Source: an optimization exercise on an open RTL-to-GDS flow (aim: small area, a short achievable clock period and few clock cycles per item). Production flows keep margins and buffers that such runs may drop.
RTL that was checked went through simulation tests only; none was proved equivalent to the original.
Power and IR drop assume default switching activity.

try-juniper:
==> module IOTDF, before the edit <==
module IOTDF( clk, rst, in_en, iot_in, fn_sel, busy, valid, iot_out);
    input          clk;
    input          rst;
    input          in_en;
    input  [7:0]   iot_in;
    input  [2:0]   fn_sel;
    output         busy;
    output         valid;
    output [127:0] iot_out;
    reg  [3:0]   cnt;       
    reg  [7:0]   d0;        
    reg  [7:0]   d1;        
    reg  [11:0]  s;         
    reg          first;     
    reg          g_sel;     
    reg          f_sel;     
    reg          last;      
    reg          o_valid;
    reg  [127:0] o_data;
    assign busy    = 1'b0;
    assign valid   = o_valid;
    assign iot_out = o_data;
    wire start = (cnt == 4'd0);
    wire [11:0] t   = {4'd0, d0} * 12'd5 + s;
    wire [7:0]  fir = t[11:4];
    wire [11:0] s_nxt = {4'd0, d0} * 12'd9 + {4'd0, d1} * 12'd2 + 12'd8;
    wire        p = o_data[0] & ~first;
    reg  [7:0]  gray;
    integer i;
    always @(*) begin
        gray[7] = p ^ d0[7];
        for (i = 6; i >= 0; i = i - 1) gray[i] = gray[i+1] ^ d0[i];
    end
    wire [7:0] res = ({8{g_sel}} & gray) | ({8{f_sel}} & fir);
    always @(posedge clk) begin
        d0    <= iot_in;
        d1    <= start ? 8'd0 : d0;
        s     <= start ? 12'd8 : s_nxt;
        first <= start;
        g_sel <= (fn_sel == 3'b001);
        f_sel <= (fn_sel == 3'b010);
        o_data <= {o_data[119:0], res};
        if (rst) begin
            cnt     <= 4'd0;
            last    <= 1'b0;
            o_valid <= 1'b0;
        end else begin
            if (in_en) cnt <= cnt + 4'd1;
            last    <= in_en & (cnt == 4'd15);
            o_valid <= last;
        end
    end
endmodule
make LEC_CHECK=0 ABC_CLOCK_PERIOD_IN_PS=2000 CAP_MARGIN=20 CORE_MARGIN=2 CORE_UTILIZATION=40 SETUP_SLACK_MARGIN=3.3 SLEW_MARGIN=20 finish   # period 5.5 ns
run.sh (not shown) runs the stock make flow with config.mk's settings and CLKGATE_MAP_FILE= SYNTH_SCRIPT=/design/flow/synth_recipe.tcl, a recipe that flattens the netlist after the stock synthesis.
Here is what was changed in the inputs of try-cedar compared with try-juniper.
--- a/flow/design.v
+++ b/flow/design.v
@@ -10,9 +10,9 @@
     output [127:0] iot_out;
     reg  [3:0]   cnt;       
     reg  [7:0]   d0;        
     reg  [7:0]   d1;        
-    reg  [11:0]  s;         
+    reg  [7:0]   d2;        
     reg          first;     
     reg          g_sel;     
     reg          f_sel;     
     reg          last;      
@@ -21,11 +21,10 @@
     assign busy    = 1'b0;
     assign valid   = o_valid;
     assign iot_out = o_data;
     wire start = (cnt == 4'd0);
-    wire [11:0] t   = {4'd0, d0} * 12'd5 + s;
+    wire [11:0] t   = {4'd0, d0} * 12'd5 + {4'd0, d1} * 12'd9 + {4'd0, d2} * 12'd2 + 12'd8;
     wire [7:0]  fir = t[11:4];
-    wire [11:0] s_nxt = {4'd0, d0} * 12'd9 + {4'd0, d1} * 12'd2 + 12'd8;
     wire        p = o_data[0] & ~first;
     reg  [7:0]  gray;
     integer i;
     always @(*) begin
@@ -35,9 +34,9 @@
     wire [7:0] res = ({8{g_sel}} & gray) | ({8{f_sel}} & fir);
     always @(posedge clk) begin
         d0    <= iot_in;
         d1    <= start ? 8'd0 : d0;
-        s     <= start ? 12'd8 : s_nxt;
+        d2    <= start ? 8'd0 : d1;
         first <= start;
         g_sel <= (fn_sel == 3'b001);
         f_sel <= (fn_sel == 3'b010);
         o_data <= {o_data[119:0], res};
--- outcome ---
Compared with try-juniper, try-cedar shows a higher core utilization.
Compared to try-juniper, try-cedar has global routing usage on met1 1.4 points higher.
After detailed routing, try-juniper needs less wire than try-cedar.
Summary of try-cedar over try-juniper: worst-case hold slack did not really move; number of placed instances with taps included shrank by about 5%; part of the total power dissipated in sequential elements dropped 3.2 points.
Testbench counts of try-cedar, summed over its fixed seeds: cycles 38,424, blocks 2,400.
For try-juniper, only the layout was checked, not whether the RTL still works.


## epsilon
The RTL this note starts from:
==> flow/design.v <==
`timescale 1ns/10ps
module IOTDF( clk, rst, in_en, iot_in, fn_sel, busy, valid, iot_out);
    input          clk;
    input          rst;
    input          in_en;
    input  [7:0]   iot_in;
    input  [2:0]   fn_sel;
    output         busy;
    output         valid;
    output [127:0] iot_out;
    reg  [3:0]   cnt;       
    reg  [7:0]   d0;        
    reg  [7:0]   d1;        
    reg  [11:0]  s;         
    reg          g_sel;     
    reg          f_sel;     
    reg          last;      
    reg          o_valid;
    reg  [127:0] o_data;
    assign busy    = 1'b0;
    assign valid   = o_valid;
    assign iot_out = o_data;
    wire start = (cnt == 4'd0);
    wire first = (cnt == 4'd1);    
    wire [5:0] fs = d0[7:2] ^ d0[5:0] ^ s[7:2];
    wire [5:0] fc = (d0[7:2] & d0[5:0]) | (d0[7:2] & s[7:2]) | (d0[5:0] & s[7:2]);
    wire [1:0] hs = d0[7:6] ^ s[9:8];
    wire [1:0] hc = d0[7:6] & s[9:8];
    wire [11:0] tp = {s[11:10], hs, fs, d0[1:0]};
    wire [11:0] tq = {1'b0, hc, fc, 1'b0, s[1:0]};
    wire [11:0] t   = tp + tq;
    wire [7:0]  fir = t[11:4];
    wire [4:0] us = d0[7:3] ^ d0[4:0] ^ d1[6:2];
    wire [4:0] uc = (d0[7:3] & d0[4:0]) | (d0[7:3] & d1[6:2]) | (d0[4:0] & d1[6:2]);
    wire       hus = d0[5] ^ d1[7];
    wire       huc = d0[5] & d1[7];
    wire [11:0] up = {1'b0, d0[7:6], hus, us, d0[2:0]};
    wire [11:0] uq = {2'b00, huc, uc, 1'b1, d1[1:0], 1'b0};
    wire [11:0] s_nxt = up + uq;
    wire        p = o_data[0] & ~first;
    reg  [7:0]  gray;
    integer i;
    always @(*) begin
        gray[7] = p ^ d0[7];
        for (i = 6; i >= 0; i = i - 1) gray[i] = gray[i+1] ^ d0[i];
    end
    wire [7:0] res = ({8{g_sel}} & gray) | ({8{f_sel}} & fir);
    always @(posedge clk) begin
        d0    <= iot_in;
        d1    <= start ? 8'd0 : d0;
        s     <= start ? 12'd8 : s_nxt;
        g_sel <= (fn_sel == 3'b001);
        f_sel <= (fn_sel == 3'b010);
        o_data <= {o_data[119:0], res};
        if (rst) begin
            cnt     <= 4'd0;
            last    <= 1'b0;
            o_valid <= 1'b0;
        end else begin
            if (in_en) cnt <= cnt + 4'd1;
            last    <= in_en & (cnt == 4'd15);
            o_valid <= last;
        end
    end
endmodule
Settings: LEC_CHECK=0, ABC_CLOCK_PERIOD_IN_PS=2000, CAP_MARGIN=20, CORE_AREA=2.3 2.72 109.02 108.8, DIE_AREA=0 0 111.405 111.405, SETUP_SLACK_MARGIN=3.45, SLEW_MARGIN=20; clock period 5.5 ns.
standard.sh (not shown) runs the stock make flow with config.mk's settings and CLKGATE_MAP_FILE= SYNTH_SCRIPT=/design/flow/synth_recipe.tcl, a recipe that flattens the netlist after the stock synthesis.
==> flow/flow/run.sh <==
#!/bin/bash
# The standard ORFS layout with two changes:
#  - synthesis maps all logic with ABC under a delay target (map -D) instead of
#    extracting full/half adder cells first (ADDER_MAP_FILE empty); sizing and
#    buffering are left to OpenROAD's repair steps;
#  - the port buffers are the smallest buffer, buf_1.
# Everything else (synthesis script, floorplan, placement, CTS, routing) is the
# standard flow. Each step's output goes to a log file in this folder.
set -euo pipefail
D=${ABC_D:-1400}
rm -rf scripts_synth
cp -r "$FLOW_HOME/scripts" scripts_synth
cat > scripts_synth/abc_speed.script <<EOS
strash
dch
map -D $D
topo
EOS
bash standard.sh SCRIPTS_DIR="$PWD/scripts_synth" ADDER_MAP_FILE= synth > synth.log 2>&1
bash standard.sh BUFFER_PORTS_ARGS="-buffer_cell sky130_fd_sc_hd__buf_1" CTS_ARGS="-sink_clustering_enable -repair_clock_nets -dont_use_dummy_load -sink_clustering_size 40 -sink_clustering_max_diameter 80 -root_buf sky130_fd_sc_hd__clkbuf_16 -buf_list {sky130_fd_sc_hd__clkbuf_4 sky130_fd_sc_hd__clkbuf_8}" finish > layout.log 2>&1
--- input diff epsilon..delta ---
-- flow/design.v --
<<< epsilon, line 13
    reg  [7:0]   d1;        
    reg  [11:0]  s;         
    reg          g_sel;     
    reg          f_sel;     
>>> delta, line 13
    reg  [7:0]   d1;        
    reg  [11:0]  s;         
    reg          first;     
    reg          g_sel;     
    reg          f_sel;     
<<< epsilon, line 22
    assign iot_out = o_data;
    wire start = (cnt == 4'd0);
    wire first = (cnt == 4'd1);    
    wire [5:0] fs = d0[7:2] ^ d0[5:0] ^ s[7:2];
    wire [5:0] fc = (d0[7:2] & d0[5:0]) | (d0[7:2] & s[7:2]) | (d0[5:0] & s[7:2]);
>>> delta, line 23
    assign iot_out = o_data;
    wire start = (cnt == 4'd0);
    wire [5:0] fs = d0[7:2] ^ d0[5:0] ^ s[7:2];
    wire [5:0] fc = (d0[7:2] & d0[5:0]) | (d0[7:2] & s[7:2]) | (d0[5:0] & s[7:2]);
<<< epsilon, line 50
        d1    <= start ? 8'd0 : d0;
        s     <= start ? 12'd8 : s_nxt;
        g_sel <= (fn_sel == 3'b001);
        f_sel <= (fn_sel == 3'b010);
>>> delta, line 50
        d1    <= start ? 8'd0 : d0;
        s     <= start ? 12'd8 : s_nxt;
        first <= start;
        g_sel <= (fn_sel == 3'b001);
        f_sel <= (fn_sel == 3'b010);
Notes after the runs:
Having completed the whole flow, delta delivered a layout that passed the timing, DRC and antenna checks. epsilon has a higher post-route cell area than delta. delta reports a lower number of buffers other than clock buffers in the final layout than epsilon does. delta vs. epsilon: total power moved down, clock network power consumption rose by about 0.9%. In the flow results for delta and epsilon, the number of placed instances with taps included is smaller on delta. Diff epsilon -> delta: via count shows a reduction of 13%; setup slack shows an increase of 0.13 ns; utilization of the core after routing shows a reduction of 5.0 points.
Testbench counts of delta, summed over its fixed seeds: cycles 38,424, blocks 2,400.
For epsilon, only the layout was checked, not whether the RTL still works.

## static timing again, ports no longer ideal
No port has a modelled driver above. Below, the same layouts with a new extraction and two added sets of constraints. Step 1 sets driving cells, clkbuf_16 on the clock port and buf_2 on the other inputs (assumed; they add their load-dependent delay and slew). Step 2, shift: input delay + t, output delay - t, t = (earliest + latest rising clock arrival at the registers) / 2. This alone moves slack from input paths to output paths. a / b / c = ideal ports / drivers / drivers and shift; a / b = the first two.
run	t (ns)	slack for setup (ns)	slew at the worst register clock pin (ns)	pins driven straight from the clock port
try-juniper	0.449	2.578 / 2.578 / 2.578	0.07 / 0.07	1
try-cedar	0.447	1.923 / 1.923 / 1.923	0.07 / 0.07	1
epsilon	0.398	3.365 / 3.365 / 3.365	0.09 / 0.09	1
delta	0.387	3.499 / 3.471 / 3.499	0.09 / 0.09	1
After both steps setup and hold are still met in every run listed.
